Context: an optimization exercise on an open-source flow, tuned for small area and a short achievable clock period. The choices shown serve that exercise and are no tape-out recipe. In this exercise RTL edits were held to simulation tests only and were not proved equivalent to the original. Power figures rest on the tool's default switching activity, not on a simulated workload.

==> inputs of try-tundra <==
Design divider_top, start of the top module:
module divider_top (
    input  wire        clk,
    input  wire [31:0] dividend,
    input  wire [31:0] divisor,
    output reg  [31:0] quotient,
    output reg  [31:0] remainder
);
export LEC_CHECK = 0
export ABC_AREA = 1
export CAP_MARGIN = 20
export CORE_MARGIN = 2
export CORE_UTILIZATION = 40
export SLEW_MARGIN = 20
create_clock -name core_clock -period 140.0 [get_ports {clk}]
standard.sh (not shown) runs the stock make flow with config.mk's settings and CLKGATE_MAP_FILE= SYNTH_SCRIPT=/design/flow/synth_recipe.tcl, a recipe that flattens the netlist after the stock synthesis.
==> flow/flow/run.sh <==
#!/bin/bash
# The standard layout (standard.sh), with ORFS's repair_timing steps asked to
# leave a setup margin of 96 ns, so that they size and buffer the divider's
# critical paths; clock period, constraints and every other step are unchanged.
set -euo pipefail
bash standard.sh SETUP_SLACK_MARGIN=96 finish > standard_make.log 2>&1
==> try-maple (differences from try-tundra) <==
==> flow/run.sh (new file) <==
#!/bin/bash
# synth_recipe.tcl (not shown) runs the flow's synth.tcl, then flattens the netlist and writes it again
# the make line also repeats each setting of config.mk as NAME=value (left out here)
make -C /OpenROAD-flow-scripts/flow DESIGN_CONFIG=/design/flow/config.mk WORK_HOME=/design/flow/orfs CLKGATE_MAP_FILE= SYNTH_SCRIPT=/design/flow/synth_recipe.tcl finish
removed: flow/flow/run.sh
removed: flow/standard.sh
==> try-quartz (differences from try-tundra) <==
==> flow/flow/run.sh (replaced) <==
#!/bin/bash
# The standard layout (standard.sh), with ORFS's repair_timing steps asked to
# leave a setup margin of 99 ns and limited to resizing gates (no buffering,
# cloning, buffer removal or pin swaps), so the netlist's structure stays that of
# the standard synthesis; clock period, constraints and every other step are unchanged.
set -euo pipefail
bash standard.sh SETUP_SLACK_MARGIN=99 SETUP_MOVE_SEQUENCE=sizeup SKIP_GATE_CLONING=1 \
  SKIP_BUFFER_REMOVAL=1 SKIP_PIN_SWAP=1 finish > standard_make.log 2>&1
==> impl_metrics.tcl <==
set metrics [dict create \
    n_all_inverters 1090 \
    period_minus_slack_ns 48.76 \
    cp.arrival_ns 49.17 \
    status "finished clean" \
    drive_above_1_share_pct 17.31 \
    layout_common_cells "2816 x nand2_1, 931 x nand3_1, 903 x inv_1, 510 x nand2_2, 508 x nor2_1" \
    final_area_sq_um 45760 \
    nNetsFinal 8003 \
    skew_ns 0.03162 \
]
[end of results for try-maple]
==> impl_metrics.tcl <==
set metrics [dict create \
    status "finished clean" \
    cp.arrival_ns 44.59 \
    nNetsFinal 8004 \
    finalNonFillerCells 9455 \
    drive_above_1_share_pct 26.58 \
    final_area_sq_um 50200 \
    period_minus_slack_ns 44.17 \
    n_all_inverters 1090 \
    skew_ns 0.03320 \
    cts.sink_count 128 \
    place.gp.congestion 1.008 \
]
[end of results for try-quartz]
==> impl_metrics.tcl <==
set metrics [dict create \
    status "finished clean" \
    n_all_inverters 1091 \
    skew_ns 0.03376 \
    cp.arrival_ns 41.78 \
    period_minus_slack_ns 41.37 \
    layout_common_cells "2732 x nand2_1, 913 x nand3_1, 898 x inv_1, 562 x nand2_2, 445 x nor2_1" \
    nNetsFinal 8294 \
    final_area_sq_um 50600 \
    drive_above_1_share_pct 23.15 \
]
[end of results for try-tundra]

========
==> wip/quartz: inputs <==
divider_top again, from the RTL that the note above started with.
Settings: LEC_CHECK=0, ABC_AREA=1, CAP_MARGIN=80, CORE_MARGIN=2, CORE_UTILIZATION=40, SLEW_MARGIN=80; clock period 140.0 ns.
run.sh (not shown) runs the stock make flow with config.mk's settings and CLKGATE_MAP_FILE= SYNTH_SCRIPT=/design/flow/synth_recipe.tcl, a recipe that flattens the netlist after the stock synthesis.
Stock flow here: none of the scripts above is used.
==> wip/sierra: changes against wip/quartz <==
Settings changed: CAP_MARGIN 80 to 50, SLEW_MARGIN 80 to 50.
==> wip/zinc: changes against wip/quartz <==
==> flow/flow/run.sh (new file) <==
#!/bin/bash
# The standard layout (standard.sh), with ORFS's repair_timing steps asked to
# leave a setup margin of 97 ns and limited to resizing gates and inserting buffers
# (no gate cloning, buffer removal or pin swaps); clock period, constraints and
# every other step are unchanged.
set -euo pipefail
bash standard.sh SETUP_SLACK_MARGIN=97 SETUP_MOVE_SEQUENCE=sizeup,buffer SKIP_GATE_CLONING=1 \
  SKIP_BUFFER_REMOVAL=1 SKIP_PIN_SWAP=1 finish > standard_make.log 2>&1
==> flow/standard.sh (new file) <==
#!/bin/bash
# synth_recipe.tcl (not shown) runs the flow's synth.tcl, then flattens the netlist and writes it again
# the make line also repeats each setting of config.mk as NAME=value (left out here)
make -C /OpenROAD-flow-scripts/flow DESIGN_CONFIG=/design/flow/config.mk WORK_HOME=/design/flow/orfs CLKGATE_MAP_FILE= SYNTH_SCRIPT=/design/flow/synth_recipe.tcl "${@:-finish}"
Settings changed: CAP_MARGIN 80 to 20, SLEW_MARGIN 80 to 20.
removed: flow/run.sh
==> summary of the runs <==
wip/quartz ran to the end with no violations. wip/zinc completed with no timing, DRC or antenna violations. wip/sierra produced a clean layout.
The lowest power belongs to wip/sierra, the highest to wip/zinc.
Die area is the same in wip/sierra and wip/quartz.
Between wip/quartz and wip/zinc, the lower first-iteration DRC count is in wip/quartz (gap 3.5%, measured against wip/zinc).
Synthesized cell count is the same in wip/sierra and wip/quartz.
Combinational power, lowest first: wip/sierra, wip/quartz, wip/zinc.
Setup slack, highest first: wip/zinc, wip/quartz, wip/sierra.
Global-route usage: wip/zinc is higher than wip/sierra (0.24 points).
Against wip/quartz, the cell count of wip/zinc is higher by about 3.2%.

## separate check: timing with driven ports
How much do the figures lean on ideal ports? The routed layouts below were timed once more, with nothing changed but the port constraints. Step 1 assumes that a clkbuf_16 drives the clock port and a buf_2 every other input. Step 2, shift: input delay + t, output delay - t, t = (earliest + latest rising clock arrival at the registers) / 2. This alone moves slack from input paths to output paths. Three values: ideal ports, drivers, drivers and shift; two values: the first two.
run | t (ns) | setup slack, ns | worst slew at a driven data input, ns
try-tundra | 0.605 | 98.630 / 98.630 / 98.630 | 0.13
try-maple | 0.604 | 91.242 / 91.242 / 91.242 | 0.13
try-quartz | 0.607 | 95.832 / 95.832 / 95.832 | 0.13
wip/quartz | 0.599 | 94.923 / 94.923 / 94.923 | 0.13
wip/sierra | 0.599 | 92.321 / 92.321 / 92.321 | 0.14
wip/zinc | 0.607 | 97.216 / 97.216 / 97.216 | 0.13
After both steps setup and hold are still met in every run listed.
